From an optimization exercise on the open Yosys and OpenROAD flow, aimed at small area, a short achievable clock period and few clock cycles per item; shortcuts taken in it are not production practice.
Only simulation tests tie the RTL to the original design; equivalence was not proved.

==> design/flow/config.mk <==
export PLATFORM = sky130hd
export DESIGN_NAME = rsa
export DESIGN_NICKNAME = rsa
export VERILOG_FILES = /design/flow/design.v
export SDC_FILE = /design/flow/constraint.sdc
export NUM_CORES = 4
export LEC_CHECK = 0
export ABC_AREA = 1
export ABC_CLOCK_PERIOD_IN_PS = 5000
export CAP_MARGIN = 20
export CORE_MARGIN = 2
export CORE_UTILIZATION = 50
export CTS_BUF_LIST = sky130_fd_sc_hd__clkbuf_8 sky130_fd_sc_hd__clkbuf_16
export PLACE_DENSITY = 0.6
export SLEW_MARGIN = 20
==> design/flow/standard.sh <==
#!/bin/bash
# synth_recipe.tcl (not shown) runs the flow's synth.tcl, then flattens the netlist and writes it again
# the make line also repeats each setting of config.mk as NAME=value (left out here)
make -C /OpenROAD-flow-scripts/flow DESIGN_CONFIG=/design/flow/config.mk WORK_HOME=/design/flow/orfs CLKGATE_MAP_FILE= SYNTH_SCRIPT=/design/flow/synth_recipe.tcl "${@:-finish}"
==> design/flow/flow/fixpol.tcl <==
# PRE_FLOORPLAN_TCL: flip full adders to remove inverters (see fixpol.py).
# Writes fixpol_in.txt and fixpol_ops.txt in the flow's work folder (the
# parent of flow/), then returns to the folder it was called from.
set fixpol_dir [file dirname [file normalize [info script]]]
set fixpol_cwd [pwd]
cd [file dirname $fixpol_dir]
set block [ord::get_db_block]

set f [open fixpol_in.txt w]
foreach inst [$block getInsts] {
  puts $f "I [$inst getName] [[$inst getMaster] getName]"
  foreach it [$inst getITerms] {
    set net [$it getNet]
    if { $net eq "NULL" } { continue }
    if { [$net isSpecial] } { continue }
    set st [$net getSigType]
    if { $st eq "POWER" || $st eq "GROUND" } { continue }
    puts $f "P [$inst getName] [[$it getMTerm] getName] [$net getName] [$it getIoType]"
  }
}
foreach bt [$block getBTerms] {
  set net [$bt getNet]
  if { $net ne "NULL" } { puts $f "B [$bt getName] [$net getName]" }
}
close $f

set msg [exec python3 [file join $fixpol_dir fixpol.py] fixpol_in.txt fixpol_ops.txt]
puts $msg

set inv_master [[ord::get_db] findMaster sky130_fd_sc_hd__inv_1]
set f [open fixpol_ops.txt r]
set nops 0
while { [gets $f line] >= 0 } {
  set w [split [string trim $line] " "]
  if { [llength $w] == 0 } { continue }
  set op [lindex $w 0]
  incr nops
  if { $op eq "NEWINV" } {
    set out [odb::dbNet_create $block [lindex $w 3]]
    set inst [odb::dbInst_create $block $inv_master [lindex $w 1]]
    [$inst findITerm A] connect [$block findNet [lindex $w 2]]
    [$inst findITerm Y] connect $out
  } elseif { $op eq "MOVE" } {
    set it [[$block findInst [lindex $w 1]] findITerm [lindex $w 2]]
    $it disconnect
    $it connect [$block findNet [lindex $w 3]]
  } elseif { $op eq "DEL" } {
    odb::dbInst_destroy [$block findInst [lindex $w 1]]
  } elseif { $op eq "DELNET" } {
    set n [$block findNet [lindex $w 1]]
    if { $n ne "NULL" && [llength [$n getITerms]] == 0 && [llength [$n getBTerms]] == 0 } {
      odb::dbNet_destroy $n
    }
  }
}
close $f
puts "fixpol: applied $nops edits"
cd $fixpol_cwd
==> design/flow/flow/fixpol.py <==
#!/usr/bin/env python3
"""Remove inverters around full adders by flipping full adders.

A full adder is self-dual: FA(~a, ~b, ~c) = (~sum, ~cout). Flipping one
(feeding it complemented inputs, so that its outputs carry complemented
values) changes which signals need an inverter. This picks flips greedily to
reduce the number of inverters, then lists the netlist edits.

Input (from fixpol.tcl): lines
  I <inst> <master>
  P <inst> <pin> <net> <INPUT|OUTPUT|INOUT>
  B <port> <net>
Output: lines
  NEWINV <inst> <in_net> <out_net>     (create net out_net and an inverter)
  MOVE <inst> <pin> <net>              (reconnect a pin)
  DEL <inst>                           (delete an inverter)
  DELNET <net>
"""
import sys
from collections import defaultdict

FA_IN = ("A", "B", "CIN")
FA_OUT = ("SUM", "COUT")


def main(src, dst):
    master = {}
    pins = defaultdict(dict)          # inst -> pin -> net
    driver = {}                       # net -> (inst, pin) or ("<port>", name)
    loads = defaultdict(list)         # net -> [(inst, pin)]
    port_nets = set()
    for line in open(src):
        f = line.split()
        if not f:
            continue
        if f[0] == "I":
            master[f[1]] = f[2]
        elif f[0] == "P":
            inst, pin, net, io = f[1], f[2], f[3], f[4]
            pins[inst][pin] = net
            if io == "OUTPUT":
                driver[net] = (inst, pin)
            else:
                loads[net].append((inst, pin))
        elif f[0] == "B":
            port_nets.add(f[2])

    def is_inv(i):
        m = master.get(i, "")
        return m.startswith("sky130_fd_sc_hd__inv_")

    def is_fa(i):
        m = master.get(i, "")
        return m.startswith("sky130_fd_sc_hd__fa_")

    # root and phase of every net through chains of inverters
    memo = {}

    def root(net, depth=0):
        if net in memo:
            return memo[net]
        d = driver.get(net)
        if d is None or depth > 50:
            r = (net, 0)
        elif is_inv(d[0]) and pins[d[0]].get("A") is not None:
            rr, p = root(pins[d[0]]["A"], depth + 1)
            r = (rr, p ^ 1)
        else:
            r = (net, 0)
        memo[net] = r
        return r

    # the inverter tree of each root: inverters and the nets they drive
    tree_invs = defaultdict(list)
    tree_nets = defaultdict(set)
    for i, m in master.items():
        if is_inv(i) and "Y" in pins[i] and "A" in pins[i]:
            r, _ = root(pins[i]["A"])
            tree_invs[r].append(i)
            tree_nets[r].add(pins[i]["Y"])
    for net in list(driver) + list(loads):
        r, _ = root(net)
        tree_nets[r].add(net)

    # consumers of each root: every load pin that is not an inverter input
    cons = defaultdict(list)          # root -> [(inst, pin, phase)]
    for r, nets in tree_nets.items():
        for n in nets:
            _, p = root(n)
            for (i, pin) in loads[n]:
                if is_inv(i) and pin == "A":
                    continue
                cons[r].append((i, pin, p))

    # roots we may rewire: a cell drives them, no port or undriven net in the
    # tree, and every inverter in the tree has exactly A and Y
    fixed = set()
    for r, nets in tree_nets.items():
        d = driver.get(r)
        if d is None or any(n in port_nets for n in nets):
            fixed.add(r)
            continue
        for i in tree_invs[r]:
            if set(pins[i]) - {"A", "Y"}:
                fixed.add(r)

    fas = [i for i in master if is_fa(i)]
    # a full adder may flip only if all its input and output roots may change
    flippable = set()
    for i in fas:
        ok = all(p in pins[i] for p in FA_IN + FA_OUT)
        if ok:
            rs = [root(pins[i][p])[0] for p in FA_IN] + [pins[i][p] for p in FA_OUT]
            ok = all(r not in fixed for r in rs)
        if ok:
            flippable.add(i)

    flip = {i: 0 for i in fas}

    def drv_flip(r):
        d = driver.get(r)
        return flip.get(d[0], 0) if d else 0

    def need(r):
        """phases needed at the physical driver output of root r"""
        df = drv_flip(r)
        ph = set()
        for (i, pin, p) in cons[r]:
            cf = flip.get(i, 0) if pin in FA_IN else 0
            ph.add(p ^ cf ^ df)
        return ph

    def cost(r):
        return 1 if 1 in need(r) else 0

    def touched(i):
        rs = set(root(pins[i][p])[0] for p in FA_IN)
        rs |= set(pins[i][p] for p in FA_OUT)
        return rs

    before = sum(cost(r) for r in cons if r not in fixed)
    improved = True
    rounds = 0
    while improved and rounds < 50:
        improved = False
        rounds += 1
        for i in sorted(flippable):
            rs = touched(i)
            c0 = sum(cost(r) for r in rs)
            flip[i] ^= 1
            c1 = sum(cost(r) for r in rs)
            if c1 < c0:
                improved = True
            else:
                flip[i] ^= 1
    after = sum(cost(r) for r in cons if r not in fixed)

    ops = []
    k = 0
    changed = set()
    for i in fas:
        if flip[i]:
            changed |= touched(i)
    for r in sorted(changed):
        if r in fixed:
            continue
        df = drv_flip(r)
        inv_net = None
        moves = []
        for (i, pin, p) in cons[r]:
            cf = flip.get(i, 0) if pin in FA_IN else 0
            want = p ^ cf ^ df
            if want:
                if inv_net is None:
                    k += 1
                    inv_net = "polfix_n%d" % k
                    ops.append("NEWINV polfix_i%d %s %s" % (k, r, inv_net))
                moves.append((i, pin, inv_net))
            else:
                moves.append((i, pin, r))
        for (i, pin, net) in moves:
            if pins[i][pin] != net:
                ops.append("MOVE %s %s %s" % (i, pin, net))
        for inv in tree_invs[r]:
            ops.append("DEL %s" % inv)
            ops.append("DELNET %s" % pins[inv]["Y"])
    with open(dst, "w") as g:
        g.write("\n".join(ops) + "\n")
    print("fixpol: %d full adders, %d flippable, %d flipped; inverted roots %d -> %d"
          % (len(fas), len(flippable), sum(flip.values()), before, after))


if __name__ == "__main__":
    main(sys.argv[1], sys.argv[2])
==> design/flow/flow/run.sh <==
#!/bin/bash
# Standard layout (the standard.sh: standard synthesis, floorplan, place,
# CTS, route) with three changes to how it is made:
#  - before floorplanning, flow/fixpol.tcl (with flow/fixpol.py) flips full
#    adders to remove inverters around them (FA(~a,~b,~c) = ~FA(a,b,c)); the
#    registers and the logic function are unchanged;
#  - ORFS's repair_timing is asked for 10 ns of setup margin instead of 0, so
#    that it also shortens paths that already meet the 15 ns clock;
#  - the port buffers that global placement inserts are sky130_fd_sc_hd__buf_1.
# The SDC and the clock period are the standard flow's. Make's output goes to
# make_finish.log; fixpol writes fixpol_in.txt and fixpol_ops.txt here.
set -euo pipefail
bash standard.sh SETUP_SLACK_MARGIN=10 'BUFFER_PORTS_ARGS=-buffer_cell sky130_fd_sc_hd__buf_1' "PRE_FLOORPLAN_TCL=$(pwd)/flow/fixpol.tcl" finish > make_finish.log 2>&1
==> design/flow/constraint.sdc <==
create_clock -name core_clock -period 15.0 [get_ports {clk}]
set_input_delay 3.0000 -clock core_clock [delete_from_list [all_inputs] [get_ports {clk}]]
set_output_delay 3.0000 -clock core_clock [all_outputs]
set_load 0.01 [all_outputs]
==> design/flow/design.v <==
module rsa #(
    parameter WIDTH = 32,
    parameter E_BITS = 32
)(
    input  wire                   clk,
    input  wire                   rst,
    input  wire                   start,
    input  wire [WIDTH-1:0]       M,
    input  wire [E_BITS-1:0]      E,
    input  wire [WIDTH-1:0]       N,
    input  wire [WIDTH-1:0]       N_INV,
    input  wire [WIDTH-1:0]       R2_MOD_N,
    output wire [WIDTH-1:0]       C,
    output reg                    done
);
    localparam K  = 4;           
    localparam W  = 38;          
    localparam AW = 34;          
    localparam PH_IDLE = 3'd0, PH_C1 = 3'd1, PH_C2 = 3'd2,
               PH_SQ = 3'd4, PH_MUL = 3'd5, PH_FIN = 3'd6;
    reg  [2:0]    ph;
    reg           it;          
    reg  [3:0]    j;           
    reg  [32:0]   res;         
    reg  [32:0]   mr;          
    reg  [AW-1:0] s, c;        
    reg           cin;         
    reg  [K-1:0]  a;           
    reg  [4:0]    idx;         
    reg           ebit;        
    reg           ez;          
    reg           isn;         
    reg  [3:0]    npr;         
    assign C = res[31:0];
    reg  [3:0] np;
    always @(*) begin
        case (N[3:1])
            3'd0: np = 4'd15;
            3'd1: np = 4'd5;
            3'd2: np = 4'd3;
            3'd3: np = 4'd9;
            3'd4: np = 4'd7;
            3'd5: np = 4'd13;
            3'd6: np = 4'd11;
            default: np = 4'd1;
        endcase
    end
    reg [4:0] lead;
    integer i;
    always @(*) begin
        lead = 5'd0;
        for (i = 0; i < 32; i = i + 1)
            if (E[i]) lead = i[4:0];
    end
    function [3:0] qmul(input [3:0] y, input [2:0] n);
        reg c2a, c2b, c2c, c2d;
        begin
            qmul[0] = y[0];
            qmul[1] = y[1] ^ (n[0] & y[0]);
            c2a = y[2]; c2b = n[0] & y[1]; c2c = n[1] & y[0]; c2d = n[0] & y[1] & y[0];
            qmul[2] = c2a ^ c2b ^ c2c ^ c2d;
            qmul[3] = y[3] ^ (n[0] & y[2]) ^ (n[1] & y[1]) ^ (n[2] & y[0])
                    ^ (c2a & c2b) ^ (c2a & c2c) ^ (c2a & c2d)
                    ^ (c2b & c2c) ^ (c2b & c2d) ^ (c2c & c2d);
        end
    endfunction
    reg  [3:0] t;              
    reg  [3:0] mlo;            
    wire [3:0] y_s = s[3:0] ^ c[3:0] ^ t;
    wire [3:0] y_k = {(s[2:0] & c[2:0]) | (s[2:0] & t[2:0]) | (c[2:0] & t[2:0]), 1'b0};
    wire [3:0] y_p = y_s ^ y_k;
    wire [3:0] y_g = y_s & y_k;
    wire [3:0] y_c;
    assign y_c[0] = cin;
    assign y_c[1] = y_g[0] | (y_p[0] & cin);
    assign y_c[2] = y_g[1] | (y_p[1] & y_g[0]) | (y_p[1] & y_p[0] & cin);
    assign y_c[3] = y_g[2] | (y_p[2] & y_g[1]) | (y_p[2] & y_p[1] & y_g[0])
                  | (y_p[2] & y_p[1] & y_p[0] & cin);
    wire [3:0] u = y_p ^ y_c;
    wire [3:0] q = qmul(u, npr[3:1]);
    wire [W-1:0] b0 = a[0] ? {5'b0, res}        : {W{1'b0}};
    wire [W-1:0] b1 = a[1] ? {4'b0, res, cin}   : {{(W-1){1'b0}}, cin};
    wire [W-1:0] b2 = a[2] ? {3'b0, res, 2'b0}  : {W{1'b0}};
    wire [W-1:0] b3 = a[3] ? {2'b0, res, 3'b0}  : {W{1'b0}};
    wire [W-1:0] n0 = q[0] ? {6'b0, N}          : {W{1'b0}};
    wire [W-1:0] n1 = q[1] ? {5'b0, N, 1'b0}    : {W{1'b0}};
    wire [W-1:0] n2 = q[2] ? {4'b0, N, 2'b0}    : {W{1'b0}};
    wire [W-1:0] n3 = q[3] ? {3'b0, N, 3'b0}    : {W{1'b0}};
    wire [W-1:0] s0 = {4'b0, s};
    wire [W-1:0] c0 = {4'b0, c};
    wire [W-1:0] l1a_s = s0 ^ c0 ^ b0;
    wire [W-1:0] l1a_c = ((s0 & c0) | (s0 & b0) | (c0 & b0)) << 1;
    wire [W-1:0] l1b_s = b1 ^ b2 ^ b3;
    wire [W-1:0] l1b_c = ((b1 & b2) | (b1 & b3) | (b2 & b3)) << 1;
    wire [W-1:0] l2_s  = l1a_s ^ l1a_c ^ l1b_s;
    wire [W-1:0] l2_c  = ((l1a_s & l1a_c) | (l1a_s & l1b_s) | (l1a_c & l1b_s)) << 1;
    wire [W-1:0] l3_s  = l2_s ^ l2_c ^ l1b_c;
    wire [W-1:0] l3_c  = ((l2_s & l2_c) | (l2_s & l1b_c) | (l2_c & l1b_c)) << 1;
    wire [W-1:0] l4a_s = l3_s ^ l3_c ^ n0;
    wire [W-1:0] l4a_c = ((l3_s & l3_c) | (l3_s & n0) | (l3_c & n0)) << 1;
    wire [W-1:0] l4b_s = n1 ^ n2 ^ n3;
    wire [W-1:0] l4b_c = ((n1 & n2) | (n1 & n3) | (n2 & n3)) << 1;
    wire [W-1:0] l5_s  = l4a_s ^ l4a_c ^ l4b_s;
    wire [W-1:0] l5_c  = ((l4a_s & l4a_c) | (l4a_s & l4b_s) | (l4a_c & l4b_s)) << 1;
    wire [W-1:0] l6_s  = l5_s ^ l5_c ^ l4b_c;
    wire [W-1:0] l6_c  = ((l5_s & l5_c) | (l5_s & l4b_c) | (l5_c & l4b_c)) << 1;
    wire cin_n = |l6_c[K-1:1];
    wire [AW-1:0] sum = s + c + {{(AW-1){1'b0}}, cin};
    wire [3:0] jn = j + 4'd1;
    wire [35:0] res_w = {3'b0, res};
    wire [35:0] mr_w  = {3'b0, mr};
    reg  [3:0] res_d, mr_d;
    always @(*) begin
        case (jn)
            4'd1: begin res_d = res_w[7:4];   mr_d = mr_w[7:4];   end
            4'd2: begin res_d = res_w[11:8];  mr_d = mr_w[11:8];  end
            4'd3: begin res_d = res_w[15:12]; mr_d = mr_w[15:12]; end
            4'd4: begin res_d = res_w[19:16]; mr_d = mr_w[19:16]; end
            4'd5: begin res_d = res_w[23:20]; mr_d = mr_w[23:20]; end
            4'd6: begin res_d = res_w[27:24]; mr_d = mr_w[27:24]; end
            4'd7: begin res_d = res_w[31:28]; mr_d = mr_w[31:28]; end
            4'd8: begin res_d = res_w[35:32]; mr_d = mr_w[35:32]; end
            default: begin res_d = 4'd0; mr_d = 4'd0; end
        endcase
    end
    wire last = (ph == PH_C1) ? (j == 4'd13) : (j == 4'd8);
    wire idx0 = (idx == 5'd0);
    reg [2:0] ph_nx;
    always @(*) begin
        case (ph)
            PH_C1:   ph_nx = PH_C2;
            PH_C2:   ph_nx = (ez | idx0) ? PH_FIN : PH_SQ;
            PH_SQ:   ph_nx = ebit ? PH_MUL : (idx0 ? PH_FIN : PH_SQ);
            PH_MUL:  ph_nx = idx0 ? PH_FIN : PH_SQ;
            default: ph_nx = PH_IDLE;
        endcase
    end
    wire idx_dec = (ph == PH_C2 || ph == PH_MUL || (ph == PH_SQ && !ebit)) && !idx0;
    always @(posedge clk) begin
        if (rst) begin
            ph   <= PH_IDLE;
            it   <= 1'b0;
            done <= 1'b0;
        end else begin
            done <= 1'b0;
            if (ph == PH_IDLE) begin
                if (start) begin
                    ph <= PH_C1;
                    it <= 1'b1;
                end
            end else if (it) begin
                if (last) it <= 1'b0;
            end else begin
                ph   <= ph_nx;
                it   <= (ph != PH_FIN);
                done <= (ph == PH_FIN);
            end
        end
    end
    reg [3:0]  a_nx;
    reg [32:0] res_nx;
    always @(*) begin
        a_nx   = a;
        res_nx = res;
        if (it) begin
            case (ph)
                PH_C1, PH_SQ: a_nx = res_d;
                PH_C2:        a_nx = ez ? 4'd0 : mr_d;
                PH_MUL:       a_nx = mr_d;
                default:      a_nx = 4'd0;
            endcase
        end else begin
            case (ph)
                PH_C1: begin
                    res_nx = ez ? sum[32:0] : {1'b0, M};
                    a_nx   = ez ? 4'd1 : sum[3:0];
                end
                PH_C2: begin
                    res_nx = sum[32:0];
                    a_nx   = (ph_nx == PH_FIN) ? 4'd1 : sum[3:0];
                end
                PH_SQ: begin
                    res_nx = sum[32:0];
                    a_nx   = ebit ? mr[3:0] : ((ph_nx == PH_FIN) ? 4'd1 : sum[3:0]);
                end
                PH_MUL: begin
                    res_nx = sum[32:0];
                    a_nx   = (ph_nx == PH_FIN) ? 4'd1 : sum[3:0];
                end
                default: begin    
                    res_nx = isn ? 33'd0 : sum[32:0];
                end
            endcase
        end
    end
    always @(posedge clk) begin
        npr  <= np;
        ebit <= E[idx];
        isn  <= (res == {1'b0, N});
        a    <= (ph == PH_IDLE) ? R2_MOD_N[3:0] : a_nx;
        res  <= (ph == PH_IDLE) ? {1'b0, R2_MOD_N} : res_nx;
        t    <= (ph == PH_IDLE) ? R2_MOD_N[3:0] * R2_MOD_N[3:0]
              : a_nx * ((!it && ph == PH_C1 && !ez) ? mlo : res_nx[3:0]);
        if (ph == PH_IDLE) mlo <= M[3:0];
        if (ph == PH_IDLE || !it) begin
            s   <= {AW{1'b0}};
            c   <= {AW{1'b0}};
            cin <= 1'b0;
            j   <= 4'd0;
        end else begin
            s   <= l6_s[W-1:K];
            c   <= l6_c[W-1:K];
            cin <= cin_n;
            j   <= jn;
        end
        if (ph == PH_IDLE) begin
            idx <= lead;
            ez  <= ~|E;
        end else if (!it) begin
            if (idx_dec) idx <= idx - 5'd1;
            if (ph == PH_C1 || ph == PH_C2) mr <= sum[32:0];
        end
    end
endmodule
==> results of run 1 <==
-- stage by stage --
stage / hold WS [ns] / utilization / area (um2)
2_1_floorplan: 0.484 / - / 17200
5_1_grt: 0.592 / 0.564 / 18900
4_1_cts: 0.555 / 0.553 / 18600
3_3_place_gp: 0.517 / 0.535 / 18000
6_report: 0.558 / 0.564 / 18900
3_5_place_dp: 0.549 / 0.535 / 18000
-- what timing repair did --
action | CTS | global route
endpoints found under the setup margin | 51 | 61
resized for setup | 4 | 55
pin swaps | 0 | 19
setup buffers | 0 | 6
gates cloned | 0 | 4
-- layer usage --
metal / vias to the layer above / GRT usage / share of wire
met5: - / 0 / 0
met1: 7074 / 0.379 / 0.41
met4: 0 / 0.0784 / 0.026
li1: 6458 / - / -
met2: 525 / 0.512 / 0.50
met3: 80 / 0.0348 / 0.062
-- tightest hold or removal path, delay by kind of cell (launching register included) --
family / cells / cell delay [ns]
flops: 1 / 0.31
simple gates: 1 / 0.11
compound gates: 1 / 0.09
-- state kept, by name (all words and copies together), names as in the netlist, 3 cells and up --
name / count
npr: 3
idx: 5
c: 34
mlo: 4
res: 33
j: 4
mr: 33
ph: 3
s: 34
t: 4
a: 4
-- worst max-delay path by stage --
stage                     from     to  slack [ns]  cells after the start
after floorplan           M[1]   t[3]        9.91                     16
after global placement    M[1]   t[3]        9.61                     17
final                     M[2]   t[3]       10.09                     16
after detailed placement  M[1]   t[3]        9.56                     17
after global routing      M[2]   t[3]        9.92                     16
after CTS                 c[1]  s[28]       10.00                     18
-- area by class of cell --
class | instances | area, um2
Sequential cell | 167 | 4060
Timing Repair Buffer | 186 | 898
Inverter | 339 | 1270
Tap cell | 448 | 561
Clock inverter | 11 | 118
Clock buffer | 21 | 503
Fill cell | 3134 | 14700
Multi-Input combinational cell | 1387 | 11500
==> run summary, run 1 <==
The transition time of the tightest slew-check pin came out at 1.10 ns. The count of nets left with antenna violations after detail routing came out at 0. In this run, the number of DRC markers left after iteration 0 of detailed routing was 897. The number of port buffers is 163. After technology mapping, the gate count stands at 1,986. The die span in x came out at 189 um. The element type at the critical path end is a flip-flop.

The global placement routability congestion came out at 0.972. The number of clock buffers added by TritonCTS is 17. The final-report max-slew violation count is 0.

The endpoint with the worst hold slack is ph[0]. The number of global-route vias before repair came out at 14,700. The endpoint identified for the worst register-to-register timing path is s[28]. The class of the most critical hold timing path is flip-flop to flip-flop. The most common cell after layout, fill and taps aside is nand2_1. The biggest cell delay along the critical path came out at 0.30 ns. After detailed routing, the number of vias per cell comes to 5.52. The first detailed-routing pass ran for 5 iterations. 196 I/O pins were placed.

The worst path setup slack after routing came out at 10.09 ns. The data arrival time of the worst path is 5.26 ns. Setup repair after global routing could not meet its margin everywhere.

The post-DP HPWL is 38,000 um. The first global-routing pass estimated 79,500 um of wire. The average wire per cell in the routed design came out at 20.2 um. The number of buffers and inverters on the critical path is 1. Once placement completed, the tool counted placed cells totaling 2,516. Of the cells placed in the final design, the portion with a size suffix greater than 1 is 0.0682. The total number of vias came out at 14,100. The worst register-to-register path begins at s[1]. A synthesized cell averages 8.64 um2. At the later pin of the worst-skew pair, clock insertion delay measures 0.46 ns. The area growth from synthesis to layout is 10.5%.

The number of stages on the worst hold path came out at 2. The die footprint came out at 35,800 um2. The final cell count without fillers came out at 2,559.

Traced cell by cell, the critical path runs through clkbuf_2 -> a22oi_2 -> nor2_1 -> a21oi_2 -> nand2_1 -> o21ai_2 -> nor2_1 -> ha_1 -> ha_1 -> ha_2 -> xnor2_2 -> xor2_1 -> xor2_1 -> nand3_1 -> nand2_1 -> o21ai_2. The final critical delay including setup and external delays is 4.91 ns. The part of the cycle the worst path needs is 0.327.

The headroom to the max-slew limit is 0.267. The tool flagged a number of max-cap violations equal to 0. The hold path startpoint is ebit.

The cell area that synthesis handed to floorplanning was 17,200 um2. The total congestion overflow after global routing is 0. The total wire length after detailed routing came out at 51,600 um.

The starting density of the core came out at 0.510. TritonCTS built the clock tree. The post-detailed-route DRC marker count came out at 0. Based on the critical path, the design can be clocked at up to 204 MHz. The die height is 189 um. The area of the core came out at 33,600 um2. The endpoint required time on the critical path is 15.34 ns. The initial antenna violation count is 0. The slack of the worst reg-to-reg path came out at 10.13 ns.

The number of antenna repair diodes came out at 0. The placement-stage worst setup slack is 9.56 ns. The tree is rooted in a clkbuf_16. The element type at the critical path start is an input pin.

The worst setup skew after layout is 0.0148 ns. Counting along the longest clock path gives a buffer depth of 2. The top cell types in the final layout, fill and taps aside, are nand2_1 (385), inv_1 (327), fa_1 (258). The run finished with no timing, DRC or antenna violations. The final number of hold-violating endpoints came out at 0.

The largest individual stage delay along the critical path comes from the cell ha_1. The placement row count came out at 67. The count of synthesis-stage warnings from yosys is 1. The biggest fanout along the worst timing path came out at 2. Counting cells, the worst reg-to-reg path comes to 18. The CTS clock-pin slew for the worst setup and hold paths is 0.07 ns. The total track usage came out at 0.290. The CTS H-tree depth is 4.

Entering global routing, the biggest net connects 85 pins. The final-stage net count came out at 2,584. The number of nets in the synthesized netlist is 2,472.

The largest delay contributor family on the critical path is adder cells. The clock sink count is 167. The post-cts hold buffer count came out at 0.

The setup TNS came out at 0 ns. The type of the worst setup path is input pin to flip-flop. The number of setup violations in the final report came out at 0.
Testbench counts, summed over its fixed seeds: cycles 112,410, items 320.
==> run 2, diff against run 1 <==
==> design/flow/flow/run.sh (replaced) <==
#!/bin/bash
# Standard layout (the standard.sh: standard synthesis, floorplan, place,
# CTS, route) with three changes to how it is made:
#  - before floorplanning, flow/fixpol.tcl (with flow/fixpol.py) flips full
#    adders to remove inverters around them (FA(~a,~b,~c) = ~FA(a,b,c)); the
#    registers and the logic function are unchanged;
#  - ORFS's repair_timing is asked for 10 ns of setup margin instead of 0, so
#    that it also shortens paths that already meet the 15 ns clock;
#  - the port buffers that global placement inserts are sky130_fd_sc_hd__buf_2.
# The SDC and the clock period are the standard flow's. Make's output goes to
# make_finish.log; fixpol writes fixpol_in.txt and fixpol_ops.txt here.
set -euo pipefail
bash standard.sh SETUP_SLACK_MARGIN=10 'BUFFER_PORTS_ARGS=-buffer_cell sky130_fd_sc_hd__buf_2' "PRE_FLOORPLAN_TCL=$(pwd)/flow/fixpol.tcl" finish > make_finish.log 2>&1
==> design/flow/config.mk (replaced) <==
export PLATFORM = sky130hd
export DESIGN_NAME = rsa
export DESIGN_NICKNAME = rsa
export VERILOG_FILES = /design/flow/design.v
export SDC_FILE = /design/flow/constraint.sdc
export NUM_CORES = 4
export LEC_CHECK = 0
export ABC_CLOCK_PERIOD_IN_PS = 5000
export CAP_MARGIN = 20
export CORE_MARGIN = 2
export CORE_UTILIZATION = 60
export CTS_BUF_LIST = sky130_fd_sc_hd__clkbuf_8 sky130_fd_sc_hd__clkbuf_16
export PLACE_DENSITY = 0.7
export SLEW_MARGIN = 20
==> run 2 against run 1 <==
  * Sequential cell count is the same
  * Count of clock-buffer cells in the layout increased by 2
  * Worst setup slack lost 0.020 ns
  * Still clean
  * Critical path type is now flip-flop to flip-flop
  * Cell count is 14% lower
  * Wire length shrank 3.3%
  * Critical path depth up 1
  * Synthesized cell count is 13% lower
==> run summary, run 2 <==
The clock latency reported for the late side of the worst-skew pair was 0.44 ns (was 0.46 ns). The worst setup skew after layout was 0.0143 ns (was 0.0148 ns). The initial antenna violation count came out at 2 (was 0). The share of layout cells above drive strength 1 is 0.155 (was 0.0682). The clock sink count is 167 (unchanged). The max-capacitance violation count is 0 (unchanged). The biggest cell delay along the critical path came out at 0.57 ns (was 0.30 ns). Largest registers: c: 34 flops, s: 34 flops (unchanged). The final-report max-slew violation count came out at 0 (unchanged).

The endpoint required time on the critical path is 15.32 ns (was 15.34 ns). In this design, the critical path's most frequently occurring cell is fa_1. The starting density of the core is 0.609 (was 0.510).

The die footprint came out at 30,500 um2 (was 35,800 um2). Top library cells by usage in the layout, fill and taps aside: fa_1 (258), and2_1 (166), buf_2 (163) (was nand2_1 (385), inv_1 (327), fa_1 (258)). The CTS tree was yes (unchanged). The transition time of the tightest slew-check pin came out at 1.06 ns (was 1.10 ns). The placement row count came out at 62 (was 67). The net count after synthesis is 2,219 (was 2,472). The area of the core came to 28,700 um2 (was 33,600 um2). The CTS H-tree depth came out at 4 (unchanged). The number of port buffers was 163 (unchanged).

The headroom to the max-slew limit is 0.288 (was 0.267). The CTS buffer count was 17 (unchanged). The cell chosen for the clock root is clkbuf_16 (unchanged). The element type at the critical path end was a flip-flop (unchanged). The final-stage net count is 2,298 (was 2,584). The upper clock frequency limit came out at 203 MHz (was 204 MHz). The number of cells produced by synthesis is 1,733 (was 1,986). The post-detailed-route DRC marker count came to 0 (unchanged). The number of buffers and inverters on the critical path came out at 2 (was 1).

The post-cts hold buffer count was 0 (unchanged). The setup TNS is 0 ns (unchanged). The class of the most critical hold timing path is flip-flop to flip-flop (unchanged).

Cells traversed along the worst timing path: fa_1 -> ha_4 -> a31o_4 -> xor2_2 -> ha_2 -> xnor2_2 -> xnor2_2 -> xnor2_2 -> xnor2_4 -> buf_4 -> xnor2_4 -> buf_12 -> and2_1 -> fa_1 -> fa_1 -> fa_1 -> and3_1 (was clkbuf_2 -> a22oi_2 -> nor2_1 -> a21oi_2 -> nand2_1 -> o21ai_2 -> nor2_1 -> ha_1 -> ha_1 -> ha_2 -> xnor2_2 -> xor2_1 -> xor2_1 -> nand3_1 -> nand2_1 -> o21ai_2). The largest buffer count on any clock path is 2 (unchanged). The top-level I/O count is 196 (unchanged). The largest net degree at the start of global routing came to 89 (was 85). The biggest fanout along the worst timing path came out at 18 (was 2).

The wire length of the first global-routing pass is 79,000 um (was 79,500 um). The average wire per cell in the routed design is 22.6 um (was 20.2 um). The part of the cycle the worst path needs is 0.329 (was 0.327). The final number of hold-violating endpoints came to 0 (unchanged). The total congestion overflow after global routing came out at 0 (unchanged). The number of global-route vias before repair came out at 14,000 (was 14,700).

The most common cell after layout, fill and taps aside was fa_1 (was nand2_1). The data arrival time of the worst path came out at 5.25 ns (was 5.26 ns). The type of the worst setup path is flip-flop to flip-flop (was input pin to flip-flop). The DRC marker count from the first detailed-route iteration is 1,355 (was 897). The total wire length after detailed routing is 49,900 um (was 51,600 um). The count of synthesis-stage warnings from yosys is 1 (unchanged). The total track usage is 0.338 (was 0.290). The total iterations of the first detailed-routing run was 5 (unchanged). The synthesized area is 17,500 um2 (was 17,200 um2). The number of setup violations in the final report came out at 0 (unchanged). The area growth from synthesis to layout is 10.0% (was 10.5%).

The final critical delay including setup and external delays came out at 4.93 ns (was 4.91 ns). Unrepaired setup endpoints after global routing: yes (unchanged). The die span in x came out at 175 um (was 189 um). The element type at the critical path start is a flip-flop (was input pin). The post-DP HPWL was 36,000 um (was 38,000 um). The count of nets left with antenna violations after detail routing came to 0 (unchanged).

The CTS clock-pin slew for the worst setup and hold paths came out at 0.07 ns (about the same). The vias per cell came out at 6.20 (was 5.52). The global placement routability congestion came to 0.910 (was 0.972).

Outcome: no timing/DRC/antenna violations (unchanged). The critical-path cell with the highest stage delay is fa_1 (was ha_1). The die height came out at 175 um (was 189 um). The largest delay contributor family on the critical path is adder cells (unchanged).

The total number of vias came out at 13,700 (was 14,100). The average cell area after synthesis is 10.1 um2 (was 8.64 um2).
[run 2: cell types whose count changed in the layout (fill, tap and decap cells not counted), sizes merged, moves of 23 or more]
cell    change
o21ai      -48
a22o       -24
nand2     -238
and2      +171
inv       -238
xnor2      +43
nand3      -29
and3       +69
nor2b      +38
a21o       +23
nor2      -175
o211ai     -25
[run 2: layout make-up]
type                       instances  area [um2]
multi-input combinational       1341       12600
fill                            2318        9480
sequential                       167        4070
timing repair buffer             187        1070
clock buffer                      23         553
tap                              384         480
inverter                          98         368
clock inverter                     8        50.0
antenna                            3        7.51
[run 2: worst paths after layout]
| kind | slack, ns | to | cells after the start | start |
|---|---|---|---|---|
| max reg2reg | 10.07 | s[7] | 17 | c[1] |
| min | 0.54 | j[0] | 1 | j[0] |
| max | 10.07 | s[7] | 17 | c[1] |
| min reg2reg | 0.54 | j[0] | 1 | j[0] |
[run 2: repair_timing]
item / CTS / global route
setup endpoints to repair: 63 / 63
resized for setup: 12 / 21
setup buffers: 5 / 5
cloned: 1 / 0
endpoints found under the hold margin: 0 / 0
pin swaps: 6 / 22
[run 2: per-layer routing]
metal | vias to the layer above | share of wire | GRT usage
li1 | 6066 | - | -
met4 | 0 | 0.027 | 0.0934
met3 | 79 | 0.084 | 0.0583
met2 | 624 | 0.48 | 0.551
met1 | 6933 | 0.41 | 0.472
met5 | - | 0 | 0
[run 2: through the flow]
step                       util  hold WS (ns)  std cells  worst slack [ns]  area, um2
after floorplan               -         0.490       1733             10.14      17500
after global placement    0.637         0.513       2165              9.29      18300
after detailed placement  0.637         0.522       2165              9.23      18300
after CTS                 0.664         0.538       2202              10.0      19100
after global routing      0.670         0.567       2210              9.93      19200
final                     0.670         0.537       2211             10.07      19200
==> run 3, diff against run 2 <==
==> design/flow/flow/run.sh (replaced) <==
#!/bin/bash
# Standard layout (the standard.sh: standard synthesis, floorplan, place,
# CTS, route) with three changes to how it is made:
#  - before floorplanning, flow/fixpol.tcl (with flow/fixpol.py) flips full
#    adders to remove inverters around them (FA(~a,~b,~c) = ~FA(a,b,c)); the
#    registers and the logic function are unchanged;
#  - ORFS's repair_timing is asked for 10.25 ns of setup margin instead of 0, so
#    that it also shortens paths that already meet the 15 ns clock;
#  - the port buffers that global placement inserts are sky130_fd_sc_hd__buf_1.
# The SDC and the clock period are the standard flow's. Make's output goes to
# make_finish.log; fixpol writes fixpol_in.txt and fixpol_ops.txt here.
set -euo pipefail
bash standard.sh SETUP_SLACK_MARGIN=10.25 'BUFFER_PORTS_ARGS=-buffer_cell sky130_fd_sc_hd__buf_1' "PRE_FLOORPLAN_TCL=$(pwd)/flow/fixpol.tcl" finish > make_finish.log 2>&1
==> run 3 against run 2 <==
  * Non-clock buffer count rose by 2
  * Synthesized cell count stayed put
  * Area after synthesis unchanged
  * Wire length is 0.34% lower
  * Count of clock-buffer cells in the layout is 1 lower
  * Critical endpoint unchanged
  * Final area fell by 0.27%
==> run summary, run 3 <==
The worst setup skew after layout is 0.0119 ns (was 0.0143 ns). The critical-path cell with the highest stage delay was fa_1 (unchanged). The total iterations of the first detailed-routing run is 6 (was 5).

The DRC marker count from the first detailed-route iteration is 1,396 (was 1,355). The count of synthesis-stage warnings from yosys is 1 (unchanged). The wire length of the first global-routing pass came to 78,700 um (was 79,000 um). The endpoint required time on the critical path came out at 15.32 ns (about the same). The slack of the worst reg-to-reg path came out at 10.10 ns (was 10.07 ns). The largest delay contributor family on the critical path is adder cells (unchanged).

The headroom to the max-slew limit is 0.338 (was 0.288). The net count after synthesis is 2,219 (unchanged). Top library cells by usage in the layout, fill and taps aside: fa_1 (243), and2_1 (166), buf_1 (162) (was fa_1 (258), and2_1 (166), buf_2 (163)). The number of port buffers is 163 (unchanged). The average cell area after synthesis is 10.1 um2 (unchanged). The CTS H-tree depth came out at 4 (unchanged). The utilization after layout came out at 0.668 (was 0.670).

Cells traversed along the worst timing path: fa_1 -> ha_4 -> a31o_4 -> xor2_2 -> ha_2 -> xnor2_2 -> xnor2_2 -> xnor2_2 -> xnor2_4 -> buf_6 -> xnor2_4 -> buf_12 -> buf_16 -> and2_4 -> fa_1 -> fa_1 -> fa_2 -> and3_1 (was fa_1 -> ha_4 -> a31o_4 -> xor2_2 -> ha_2 -> xnor2_2 -> xnor2_2 -> xnor2_2 -> xnor2_4 -> buf_4 -> xnor2_4 -> buf_12 -> and2_1 -> fa_1 -> fa_1 -> fa_1 -> and3_1). The final cell count without fillers was 2,211 (unchanged). The met3 track utilization from global routing is 0.0448 (was 0.0583). The number of stages on the worst hold path came out at 1 (unchanged). The placement row count came out at 62 (unchanged). The type of the worst setup path is flip-flop to flip-flop (unchanged).

The worst path setup slack after routing came out at 10.10 ns (was 10.07 ns). The class of the most critical hold timing path is flip-flop to flip-flop (unchanged). The reg-to-reg startpoint is s[1] (was c[1]). The startpoint of the worst setup timing path is s[1] (was c[1]). The post-detailed-route DRC marker count is 0 (unchanged).

The top-level I/O count is 196 (unchanged). The final-stage net count is 2,300 (was 2,298). The die footprint is 30,500 um2 (unchanged). The max-capacitance violation count is 0 (unchanged). The die span in x is 175 um (unchanged). The element type at the critical path end was a flip-flop (unchanged). The CTS clock-pin slew for the worst setup and hold paths came out at 0.07 ns (about the same). The total track usage came to 0.336 (was 0.338).

The total wire length after detailed routing is 49,700 um (was 49,900 um). The biggest fanout along the worst timing path came out at 8 (was 18). The worst reg2reg path depth is 18 (was 17). Unrepaired setup endpoints after global routing: yes (unchanged).

The final number of hold-violating endpoints was 0 (unchanged). The setup TNS came to 0 ns (unchanged). The area of the core came out at 28,700 um2 (unchanged).

The end of the worst register-to-register path is s[7] (unchanged). The post-cts hold buffer count is 0 (unchanged). The upper clock frequency limit is 204 MHz (was 203 MHz). The post-placement cell area is 18,100 um2 (was 18,300 um2). The number of antenna repair diodes was 0 (was 3). The number of cells produced by synthesis is 1,733 (unchanged). The average wire per cell in the routed design is 22.5 um (was 22.6 um). The worst-case hold slack came out at 0.553 ns (was 0.537 ns). The global placement routability congestion is 0.894 (was 0.910). The total congestion overflow after global routing came to 0 (unchanged).

The die height came to 175 um (unchanged). The clock latency reported for the late side of the worst-skew pair was 0.43 ns (was 0.44 ns). The final critical delay including setup and external delays is 4.90 ns (was 4.93 ns). The number of setup violations in the final report is 0 (unchanged). The CTS tree is yes (unchanged). The hold path startpoint was j[0] (unchanged). The placement-stage worst setup slack came to 9.26 ns (was 9.23 ns). The transition time of the tightest slew-check pin came out at 0.990 ns (was 1.06 ns). The vias per cell is 6.21 (was 6.20). The cell chosen for the clock root is clkbuf_16 (unchanged). The total number of vias came out at 13,700 (about the same).

The cell count after placement came to 2,165 (unchanged). The area growth from synthesis to layout was 9.74% (was 10.0%). The met1 track demand over resource in global routing came out at 0.464 (was 0.472).

The clock sink count came out at 167 (unchanged).

The CTS buffer count came out at 17 (unchanged). The element type at the critical path start is a flip-flop (unchanged). The final-report max-slew violation count came to 0 (unchanged). Largest registers: c: 34 flops, s: 34 flops (unchanged).

The largest buffer count on any clock path is 2 (unchanged). The count of nets left with antenna violations after detail routing came out at 0 (unchanged). The biggest cell delay along the critical path came to 0.55 ns (was 0.57 ns). The initial antenna violation count is 1 (was 2). Outcome: no timing/DRC/antenna violations (unchanged). The post-DP HPWL was 36,100 um (was 36,000 um). The number of global-route vias before repair is 14,200 (was 14,000). The largest net degree at the start of global routing came out at 89 (unchanged). The met2 layer usage reported by global route came out at 0.553 (was 0.551).

The most utilized layer in the global route result is met2 (unchanged). The starting density of the core came out at 0.609 (unchanged). The synthesized area is 17,500 um2 (unchanged).

The share of layout cells above drive strength 1 came out at 0.0810 (was 0.155). The most common cell after layout, fill and taps aside is fa_1 (unchanged). The data arrival time of the worst path came out at 5.22 ns (was 5.25 ns). The number of buffers and inverters on the critical path was 3 (was 2). The final instance area is 19,200 um2 (about the same). The endpoint with the worst hold slack is j[0] (unchanged). The part of the cycle the worst path needs came to 0.327 (was 0.329).
==> run 3: worst register-to-register path: stages (launching register included) <==
cell	delay, ns
dfxtp_4	0.35
fa_1	0.55
ha_4	0.24
a31o_4	0.25
xor2_2	0.16
ha_2	0.20
xnor2_2	0.14
xnor2_2	0.16
xnor2_2	0.25
xnor2_4	0.10
buf_6	0.14
xnor2_4	0.13
buf_12	0.16
buf_16	0.16
and2_4	0.16
fa_1	0.46
fa_1	0.55
fa_2	0.47
and3_1	0.18
==> run 3: final cells by class <==
type / instances / area (um2)
Multi-Input combinational cell: 1341 / 12700
Inverter: 98 / 368
Fill cell: 2350 / 9540
Clock inverter: 10 / 108
Timing Repair Buffer: 189 / 898
Tap cell: 384 / 480
Clock buffer: 22 / 528
Sequential cell: 167 / 4070
==> run 3: timing repair <==
action,in CTS,in global routing
setup buffers,11,1
gates cloned,2,0
endpoints found under the setup margin,65,65
pin swaps,54,5
gates resized for setup,37,24
==> run 3: worst max path at each step <==
| stage | endpoint | cells past startpoint |
|---|---|---|
| global placement | s[6] | 15 |
| floorplan | s[10] | 5 |
| global route | s[7] | 18 |
| detailed placement | s[7] | 15 |
| CTS | s[7] | 18 |
| finish | s[7] | 18 |
==> run 3: per-layer routing <==
layer / up-vias / share of wire
met5: - / 0
met4: 0 / 0.033
met3: 106 / 0.080
met2: 605 / 0.48
met1: 6961 / 0.41
li1: 6066 / -
==> run 4, diff against run 3 <==
--- a/design/flow/config.mk
+++ b/design/flow/config.mk
@@ -5,6 +5,7 @@
 export SDC_FILE = /design/flow/constraint.sdc
 export NUM_CORES = 4
 export LEC_CHECK = 0
+export ABC_AREA = 1
 export ABC_CLOCK_PERIOD_IN_PS = 5000
 export CAP_MARGIN = 20
 export CORE_MARGIN = 2
==> run 4 against run 3 <==
  * Critical path type is now input pin to flip-flop
  * Wire length rose by 1.0%
  * Via count rose by 4.9%
  * Still clean on timing, DRC and antenna
  * Clock skew rose by 0.0024 ns
  * Area after synthesis fell by 1.8%
  * Global-route usage rose by 0.43 points
  * First-iteration DRC count fell by 24%
==> run summary, run 4 <==
The transition time of the tightest slew-check pin is 1.14 ns (was 0.990 ns). The area of the core is 27,900 um2 (was 28,700 um2). The clock sink count is 167 (unchanged). Outcome: no timing/DRC/antenna violations (unchanged). The class of the most critical hold timing path is flip-flop to flip-flop (unchanged). The area growth from synthesis to layout is 14.4% (was 9.74%). The number of port buffers is 163 (unchanged). The die height is 173 um (was 175 um). The vias per cell came out at 5.76 (was 6.21).

The wire length of the first global-routing pass came to 78,300 um (was 78,700 um). The data arrival time of the worst path came out at 5.37 ns (was 5.22 ns). The average wire per cell in the routed design is 20.1 um (was 22.5 um). The final critical delay including setup and external delays is 5.04 ns (was 4.90 ns). The top-level I/O count is 196 (unchanged). The post-cts hold buffer count is 0 (unchanged). The biggest fanout along the worst timing path was 2 (was 8). The headroom to the max-slew limit is 0.235 (was 0.338).

The net count after synthesis was 2,472 (was 2,219). The CTS buffer count is 17 (unchanged). The total iterations of the first detailed-routing run came to 7 (was 6). The endpoint required time on the critical path is 15.33 ns (was 15.32 ns). The critical-path cell with the highest stage delay is ha_1 (was fa_1). The final-report max-slew violation count is 0 (unchanged).

The die span in x is 173 um (was 175 um). The largest net degree at the start of global routing is 76 (was 89). The number of stages on the worst hold path came out at 1 (unchanged). The final-stage net count is 2,597 (was 2,300). The CTS H-tree depth is 4 (unchanged). The DRC marker count from the first detailed-route iteration came out at 1,063 (was 1,396).

The element type at the critical path end is a flip-flop (unchanged). The initial antenna violation count was 0 (was 1). Cells traversed along the worst timing path: clkbuf_2 -> nand2_1 -> o21ai_1 -> a31oi_1 -> or2_1 -> o21ai_2 -> inv_1 -> nor2_1 -> ha_1 -> ha_4 -> ha_4 -> xnor2_4 -> xor2_2 -> xor2_1 -> nand3_1 -> nand2_1 -> o21ai_1 (was fa_1 -> ha_4 -> a31o_4 -> xor2_2 -> ha_2 -> xnor2_2 -> xnor2_2 -> xnor2_2 -> xnor2_4 -> buf_6 -> xnor2_4 -> buf_12 -> buf_16 -> and2_4 -> fa_1 -> fa_1 -> fa_2 -> and3_1).

The element type at the critical path start is an input pin (was flip-flop). The number of cells produced by synthesis came out at 1,986 (was 1,733). The most utilized layer in the global route result is met2 (unchanged).

The largest buffer count on any clock path is 2 (unchanged). The met2 layer usage reported by global route came out at 0.573 (was 0.553). The cell chosen for the clock root is clkbuf_16 (unchanged). The number of setup violations in the final report is 0 (unchanged).

The final number of hold-violating endpoints came to 0 (unchanged). The post-detailed-route DRC marker count came out at 0 (unchanged). The count of nets left with antenna violations after detail routing is 0 (unchanged). Unrepaired setup endpoints after global routing: yes (unchanged).

The clock latency reported for the late side of the worst-skew pair came to 0.44 ns (was 0.43 ns). The number of antenna repair diodes is 0 (unchanged).

The average cell area after synthesis was 8.64 um2 (was 10.1 um2). The count of filler cells inserted in the layout came out at 2,242 (was 2,350). The number of stages on the worst setup path came out at 17 (was 18). The part of the cycle the worst path needs is 0.336 (was 0.327). The worst reg2reg path depth came to 20 (was 18). The die footprint is 30,000 um2 (was 30,500 um2). The met3 track utilization from global routing came out at 0.0712 (was 0.0448).

The global placement routability congestion came out at 0.902 (was 0.894). Largest registers: c: 34 flops, s: 34 flops (unchanged). The met1 track demand over resource in global routing is 0.428 (was 0.464).

The total congestion overflow after global routing came to 0 (unchanged). Top library cells by usage in the layout, fill and taps aside: nand2_1 (385), inv_1 (278), fa_1 (236) (was fa_1 (243), and2_1 (166), buf_1 (162)). The setup TNS is 0 ns (unchanged). The biggest cell delay along the critical path came out at 0.32 ns (was 0.55 ns). The total track usage came out at 0.340 (was 0.336). The share of layout cells above drive strength 1 came out at 0.131 (was 0.0810). The total number of vias is 14,400 (was 13,700). The starting density of the core is 0.614 (was 0.609).

The placement row count is 61 (was 62). The final cell count without fillers is 2,502 (was 2,211). The total wire length after detailed routing is 50,300 um (was 49,700 um). The max-capacitance violation count is 0 (unchanged).

The post-DP HPWL is 36,500 um (was 36,100 um). The most common cell after layout, fill and taps aside is nand2_1 (was fa_1). The cell count after placement came out at 2,445 (was 2,165).

The CTS clock-pin slew for the worst setup and hold paths was 0.07 ns (about the same). The upper clock frequency limit is 198 MHz (was 204 MHz). The largest delay contributor family on the critical path is adder cells (unchanged).

The synthesized area came out at 17,200 um2 (was 17,500 um2). The CTS tree is yes (unchanged). The number of global-route vias before repair came out at 14,900 (was 14,200). The count of synthesis-stage warnings from yosys came to 1 (unchanged). The number of buffers and inverters on the critical path is 2 (was 3). The type of the worst setup path is input pin to flip-flop (was flip-flop to flip-flop). The worst setup skew after layout came to 0.0143 ns (was 0.0119 ns).
## run 4: cell count changes in the layout (fill, tap and decap cells not counted), sizes merged, moves of 48 or more
cell | before | now
nor2 | 66 | 241
and3 | 69 | 0
inv | 105 | 338
nand2 | 152 | 390
o21ai | 52 | 100
and2 | 172 | 1
## run 4: repair_timing
| action | 4_1_cts | 5_1_grt |
|---|---|---|
| buffers inserted | 14 | 6 |
| pin swaps | 44 | 44 |
| cloned | 3 | 1 |
| setup endpoints to repair | 63 | 65 |
| resized for setup | 97 | 49 |
## run 4: layout make-up
type                       count  area, um2  area share
clock buffer                  19        464      0.0237
clock inverter                13        130     0.00663
inverter                     339       1500      0.0762
multi-input combinational   1387      11900       0.608
sequential                   167       4060       0.207
tap                          378        473      0.0241
timing repair buffer         199       1060      0.0541
## run 4: worst register-to-register path, cell delays in order (launching register included)
cell	delay (ns)
dfxtp_4	0.37
fa_1	0.58
ha_4	0.23
a31o_4	0.25
xnor2_2	0.14
inv_2	0.07
ha_4	0.17
xor2_2	0.13
xor2_1	0.18
xor2_1	0.19
xor2_1	0.17
buf_4	0.18
clkinv_8	0.09
buf_12	0.14
buf_16	0.16
nor2_4	0.10
fa_1	0.43
inv_2	0.08
fa_2	0.45
fa_2	0.53
nor2_1	0.04
## run 4: stage by stage
step	utilization	hold WS (ns)	area, um2	worst slack (ns)
floorplan	-	0.484	17500	9.91
global placement	0.654	0.522	18300	9.61
detailed placement	0.654	0.542	18300	9.53
CTS	0.693	0.560	19400	10.06
global route	0.703	0.582	19600	9.83
finish	0.703	0.559	19600	9.96
## run 4: routing by layer
metal | vias up | part of all wire
met1 | 7131 | 0.39
met2 | 663 | 0.49
met5 | - | 0
met4 | 0 | 0.040
met3 | 132 | 0.082
li1 | 6490 | -
## run 4: path summary, 6_finish.rpt
path                            from    to  slack (ns)
worst max register to register  s[1]  s[9]       10.19
worst min register to register  j[0]  j[0]        0.56
worst min-delay path            j[0]  j[0]        0.56
worst max-delay path            M[1]  t[3]        9.96
==> run 5, diff against run 4 <==
==> design/flow/flow/run.sh (replaced) <==
#!/bin/bash
# Standard layout (the standard.sh: standard synthesis, floorplan, place,
# CTS, route) with three changes to how it is made:
#  - before floorplanning, flow/fixpol.tcl (with flow/fixpol.py) flips full
#    adders to remove inverters around them (FA(~a,~b,~c) = ~FA(a,b,c)); the
#    registers and the logic function are unchanged;
#  - ORFS's repair_timing is asked for 10.5 ns of setup margin instead of 0, so
#    that it also shortens paths that already meet the 15 ns clock;
#  - the port buffers that global placement inserts are sky130_fd_sc_hd__buf_1.
# The SDC and the clock period are the standard flow's. Make's output goes to
# make_finish.log; fixpol writes fixpol_in.txt and fixpol_ops.txt here.
set -euo pipefail
bash standard.sh SETUP_SLACK_MARGIN=10.5 'BUFFER_PORTS_ARGS=-buffer_cell sky130_fd_sc_hd__buf_1' "PRE_FLOORPLAN_TCL=$(pwd)/flow/fixpol.tcl" finish > make_finish.log 2>&1
==> run 5 against run 4 <==
  * Wire length fell by 0.26%
  * Utilization rose by 1.1 points
  * Cell count fell by 0.44%
  * Count of clock-buffer cells in the layout fell by 2
  * Hold slack got worse by 0.027 ns
  * Area after synthesis did not move
  * Non-clock buffer count fell by 11
  * Critical path type unchanged
==> run summary, run 5 <==
The area of the core was 27,900 um2 (unchanged). The element type at the critical path start is an input pin (unchanged). The upper clock frequency limit is 203 MHz (was 198 MHz). The largest buffer count on any clock path was 2 (unchanged). The vias per cell came out at 5.79 (was 5.76). The post-detailed-route DRC marker count came to 0 (unchanged). The die height is 173 um (unchanged). The top-level I/O count is 196 (unchanged).

The average cell area after synthesis came out at 8.64 um2 (unchanged). The number of port buffers came to 163 (unchanged).

The worst reg2reg path depth is 20 (unchanged). The CTS H-tree depth is 4 (unchanged). The DRC marker count from the first detailed-route iteration is 1,271 (was 1,063). Largest registers: c: 34 flops, s: 34 flops (unchanged). The number of global-route vias before repair came out at 15,000 (was 14,900). The number of antenna repair diodes came to 0 (unchanged). The met2 wire length came to 23,800 um (was 24,500 um). The endpoint required time on the critical path came out at 15.35 ns (was 15.33 ns).

Cells traversed along the worst timing path: buf_2 -> nand2_4 -> o21ai_1 -> a31oi_1 -> or2_1 -> o21ai_2 -> inv_1 -> nor2_1 -> ha_1 -> ha_4 -> ha_4 -> xnor2_2 -> xor2_1 -> xor2_1 -> nand3_1 -> nand2_1 -> o21ai_1 (was clkbuf_2 -> nand2_1 -> o21ai_1 -> a31oi_1 -> or2_1 -> o21ai_2 -> inv_1 -> nor2_1 -> ha_1 -> ha_4 -> ha_4 -> xnor2_4 -> xor2_2 -> xor2_1 -> nand3_1 -> nand2_1 -> o21ai_1). The placement row count is 61 (unchanged). The most common cell after layout, fill and taps aside was nand2_1 (unchanged).

The CTS buffer count is 17 (unchanged). The setup TNS is 0 ns (unchanged). The number of cells produced by synthesis is 1,986 (unchanged).

The total track usage is 0.347 (was 0.340). The biggest fanout along the worst timing path is 2 (unchanged). The post-placement cell area was 18,600 um2 (was 18,300 um2). The biggest cell delay along the critical path came out at 0.31 ns (was 0.32 ns). The part of the cycle the worst path needs is 0.328 (was 0.336). The headroom to the max-slew limit came to 0.300 (was 0.235).

The type of the worst setup path is input pin to flip-flop (unchanged). The data arrival time of the worst path is 5.26 ns (was 5.37 ns). Top library cells by usage in the layout, fill and taps aside: nand2_1 (380), inv_1 (276), fa_1 (209) (was nand2_1 (385), inv_1 (278), fa_1 (236)). The initial antenna violation count came to 0 (unchanged). The total number of vias is 14,400 (about the same). The count of nets left with antenna violations after detail routing is 0 (unchanged).

The critical-path cell with the highest stage delay was ha_1 (unchanged). The share of layout cells above drive strength 1 was 0.165 (was 0.131). The element type at the critical path end is a flip-flop (unchanged).

The clock latency reported for the late side of the worst-skew pair came out at 0.46 ns (was 0.44 ns). The global placement routability congestion is 0.927 (was 0.902). The CTS tree is yes (unchanged).

The class of the most critical hold timing path is flip-flop to flip-flop (unchanged). The largest net degree at the start of global routing is 67 (was 76). The final critical delay including setup and external delays came out at 4.92 ns (was 5.04 ns).

The count of filler cells inserted in the layout was 2,252 (was 2,242). Unrepaired setup endpoints after global routing: yes (unchanged). The post-route met1 wirelength came out at 20,500 um (was 19,600 um).

The transition time of the tightest slew-check pin is 1.05 ns (was 1.14 ns). The final-report max-slew violation count is 0 (unchanged). The net count after synthesis came out at 2,472 (unchanged). The wire length of the first global-routing pass came to 80,400 um (was 78,300 um).

The clock sink count is 167 (unchanged). The worst setup skew after layout was 0.0171 ns (was 0.0143 ns). The total congestion overflow after global routing is 0 (unchanged). The max-capacitance violation count is 0 (unchanged). The cell chosen for the clock root is clkbuf_16 (unchanged). The count of synthesis-stage warnings from yosys is 1 (unchanged). The die span in x is 173 um (unchanged).

The top routing layer in use is met4 (unchanged).

The die footprint is 30,000 um2 (unchanged). The final-stage net count is 2,586 (was 2,597). The final number of hold-violating endpoints came out at 0 (unchanged). The routed length on met3 is 3920 um (was 4130 um). The synthesized area is 17,200 um2 (unchanged). The average wire per cell in the routed design is 20.1 um (about the same).

Outcome: no timing/DRC/antenna violations (unchanged). The area growth from synthesis to layout is 16.2% (was 14.4%). The starting density of the core is 0.614 (unchanged). The post-cts hold buffer count is 0 (unchanged).

The number of setup violations in the final report came out at 0 (unchanged). The CTS clock-pin slew for the worst setup and hold paths is 0.08 ns (was 0.07 ns). The total wire length after detailed routing is 50,100 um (was 50,300 um). The post-DP HPWL came to 37,000 um (was 36,500 um). The final instance area came out at 19,900 um2 (was 19,600 um2). The total iterations of the first detailed-routing run is 6 (was 7). The number of stages on the worst hold path came to 2 (was 1).
[run 5: path summary, 6_finish.rpt]
kind	start	end	slack, ns
max	M[1]	t[3]	10.08
min reg2reg	ebit	ph[0]	0.53
min	ebit	ph[0]	0.53
max reg2reg	s[1]	s[20]	10.16
[run 5: layout make-up]
cell class / count / area (um2) / share of cell area
multi-input cells: 1387 / 12100 / 0.609
flip-flops and latches: 167 / 4070 / 0.204
inverters: 339 / 1600 / 0.0805
repair buffers: 188 / 1050 / 0.0529
well taps: 378 / 473 / 0.0237
clock buffers: 17 / 425 / 0.0213
clock inverters: 15 / 178 / 0.00891
[run 5: worst max-delay path, delay by kind of cell]
kind                     cells  cell delay (ns)
adder cells (fa/ha/maj)      3             0.70
XOR/XNOR                     3             0.54
AND/OR/NAND/NOR              5             0.44
AO/OA/AOI/OAI                4             0.39
buffers and inverters        2             0.20
[run 5: metal layers]
metal,vias to the layer above,global-route usage
li1,6483,-
met1,7213,0.462
met2,609,0.557
met3,121,0.0754
met4,0,0.142
met5,-,0
[run 5: per-stage QoR]
stage / util / worst slack (ns) / instances / hold slack, ns
after global placement: 0.667 / 9.34 / 2441 / 0.520
final: 0.713 / 10.08 / 2491 / 0.533
after global routing: 0.713 / 9.89 / 2491 / 0.579
after floorplan: - / 9.98 / 1986 / 0.484
after detailed placement: 0.667 / 9.29 / 2441 / 0.524
after CTS: 0.709 / 10.13 / 2487 / 0.536
[run 5: timing repair]
item / CTS / global route
hold endpoints to repair: 0 / 0
setup endpoints to repair: 66 / 65
pin swaps: 57 / 52
gates cloned: 4 / 0
gates resized for setup: 117 / 37
buffers inserted: 10 / 3
==> run 6, diff against run 5 <==
==> design/flow/flow/run.sh (replaced) <==
#!/bin/bash
# Standard layout (the standard.sh: standard synthesis, floorplan, place,
# CTS, route) with three changes to how it is made:
#  - before floorplanning, flow/fixpol.tcl (with flow/fixpol.py) flips full
#    adders to remove inverters around them (FA(~a,~b,~c) = ~FA(a,b,c)); the
#    registers and the logic function are unchanged;
#  - ORFS's repair_timing is asked for 9.8 ns of setup margin instead of 0, so
#    that it also shortens paths that already meet the 15 ns clock;
#  - the port buffers that global placement inserts are sky130_fd_sc_hd__buf_1.
# The SDC and the clock period are the standard flow's. Make's output goes to
# make_finish.log; fixpol writes fixpol_in.txt and fixpol_ops.txt here.
set -euo pipefail
bash standard.sh SETUP_SLACK_MARGIN=9.8 'BUFFER_PORTS_ARGS=-buffer_cell sky130_fd_sc_hd__buf_1' "PRE_FLOORPLAN_TCL=$(pwd)/flow/fixpol.tcl" finish > make_finish.log 2>&1
==> run 6 against run 5 <==
  * Still clean
  * Wire length fell by 5.0%
  * Non-clock buffer count fell by 10
  * Area after synthesis did not move
  * Hold slack improved by 0.021 ns
  * Cell count fell by 0.40%
  * Fmax fell by 1.9%
  * Clock skew fell by 0.0038 ns
  * Sequential share of layout area rose by 1.5 points
  * Final area fell by 7.2%
  * Critical endpoint is now s[28]
==> run summary, run 6 <==
The final-report max-slew violation count is 0 (unchanged). The CTS buffer count is 17 (unchanged). The most common cell after layout, fill and taps aside was nand2_1 (unchanged). The CTS clock-pin slew for the worst setup and hold paths came out at 0.07 ns (was 0.08 ns).

Top library cells by usage in the layout, fill and taps aside: nand2_1 (387), inv_1 (329), fa_1 (259) (was nand2_1 (380), inv_1 (276), fa_1 (209)). The area of the core is 27,900 um2 (unchanged). The data arrival time of the worst path was 5.31 ns (was 5.26 ns). The die footprint came out at 30,000 um2 (unchanged). The critical-path cell with the highest stage delay is fa_1 (was ha_1).

The starting density of the core came out at 0.614 (unchanged). The total iterations of the first detailed-routing run was 5 (was 6). The transition time of the tightest slew-check pin came out at 1.04 ns (was 1.05 ns). The post-cts hold buffer count is 0 (unchanged). The global placement routability congestion is 0.924 (was 0.927). The class of the most critical hold timing path is flip-flop to flip-flop (unchanged). The biggest cell delay along the critical path is 0.58 ns (was 0.31 ns). The part of the cycle the worst path needs is 0.334 (was 0.328). The endpoint with the worst hold slack is j[0] (was ph[0]). The hold path startpoint is j[0] (was ebit). The CTS tree is yes (unchanged).

The element type at the critical path start was a flip-flop (was input pin). The final critical delay including setup and external delays is 5.01 ns (was 4.92 ns). The CTS H-tree depth came out at 4 (unchanged). The post-placement cell area is 17,900 um2 (was 18,600 um2). The max-capacitance violation count came out at 0 (unchanged).

The number of buffers and inverters on the critical path came to 3 (was 2). The number of global-route vias before repair is 14,700 (was 15,000). Outcome: no timing/DRC/antenna violations (unchanged).

The final-stage net count came out at 2,576 (was 2,586). The average wire per cell in the routed design came out at 19.2 um (was 20.1 um). The total number of vias is 14,100 (was 14,400). The count of synthesis-stage warnings from yosys is 1 (unchanged). Largest registers: c: 34 flops, s: 34 flops (unchanged). The count of nets left with antenna violations after detail routing is 0 (unchanged). The worst reg2reg path depth came out at 18 (was 20). The number of antenna repair diodes came out at 0 (unchanged). The number of cells produced by synthesis came out at 1,986 (unchanged). The area growth from synthesis to layout is 7.78% (was 16.2%). The endpoint required time on the critical path is 15.30 ns (was 15.35 ns). The wire length of the first global-routing pass came to 77,200 um (was 80,400 um).

Unrepaired setup endpoints after global routing: no (was yes). The average cell area after synthesis is 8.64 um2 (unchanged). The worst setup skew after layout came out at 0.0133 ns (was 0.0171 ns). The count of filler cells inserted in the layout came out at 2,400 (was 2,252). The biggest fanout along the worst timing path came out at 31 (was 2).
==> run 6: worst max path at each step <==
stage               slack, ns  depth (start not counted)     to  from
global placement         9.64                         17   t[3]  M[1]
CTS                      9.83                         18  s[28]  s[1]
floorplan                9.91                         16   t[3]  M[1]
global route             9.80                         18  s[28]  c[0]
detailed placement       9.60                         17   t[3]  M[1]
finish                   9.99                         18  s[28]  c[1]
==> run 6: cell type report <==
type,count,area [um2],area share
clock buffer,18,439,0.0238
timing repair buffer,178,752,0.0407
inverter,339,1270,0.0689
tap,378,473,0.0256
clock inverter,14,110,0.00596
multi-input combinational,1387,11400,0.616
sequential,167,4060,0.219
==> run 6: through the flow <==
step | hold WS [ns] | util | worst slack, ns
6_report | 0.554 | 0.662 | 9.99
5_1_grt | 0.599 | 0.662 | 9.80
4_1_cts | 0.548 | 0.660 | 9.83
3_5_place_dp | 0.532 | 0.640 | 9.60
3_3_place_gp | 0.531 | 0.640 | 9.64
2_1_floorplan | 0.484 | - | 9.91
==> run 6: routing by layer <==
metal	vias to the layer above	global-route usage	part of all wire
li1	6432	-	-
met1	6999	0.434	0.40
met2	583	0.564	0.49
met3	105	0.0486	0.079
met4	0	0.109	0.030
met5	-	0	0
==> run 6: timing repair <==
action | 4_1_cts | 5_1_grt
pin swaps | 1 | 2
setup endpoints to repair | 1 | 57
hold endpoints to repair | 0 | 0
gates resized for setup | 0 | 6
setup buffers | 1 | 0

separate check: timing with driven ports:
No port has a modelled driver above. Below, the same layouts with a new extraction and two added sets of constraints. Step 1, drivers: a clkbuf_16 drives clk and a buf_2 each remaining input, both assumed. Step 2 times the ports against the registers' clock, not the clock port: input delays grow and output delays shrink by t, the midpoint of the rising clock arrivals with the driver on. a / b / c = no drivers / after step 1 / after step 2; a / b = the first two.
run | t, ns | setup WS [ns] | worst setup path at the end
run 1 | 0.503 | 10.088 / 10.118 / 9.615 | input to register
run 2 | 0.483 | 10.067 / 10.067 / 9.623 | input to register
run 3 | 0.480 | 10.101 / 10.101 / 9.726 | input to register
run 4 | 0.489 | 9.957 / 9.988 / 9.499 | input to register
run 5 | 0.500 | 10.083 / 10.108 / 9.608 | input to register
run 6 | 0.482 | 9.988 / 9.988 / 9.586 | input to register
After both steps setup and hold are still met in every run listed. The setup slack of run 5, which loses most, moves by +0.025 ns with the drivers and by -0.475 ns with both steps.
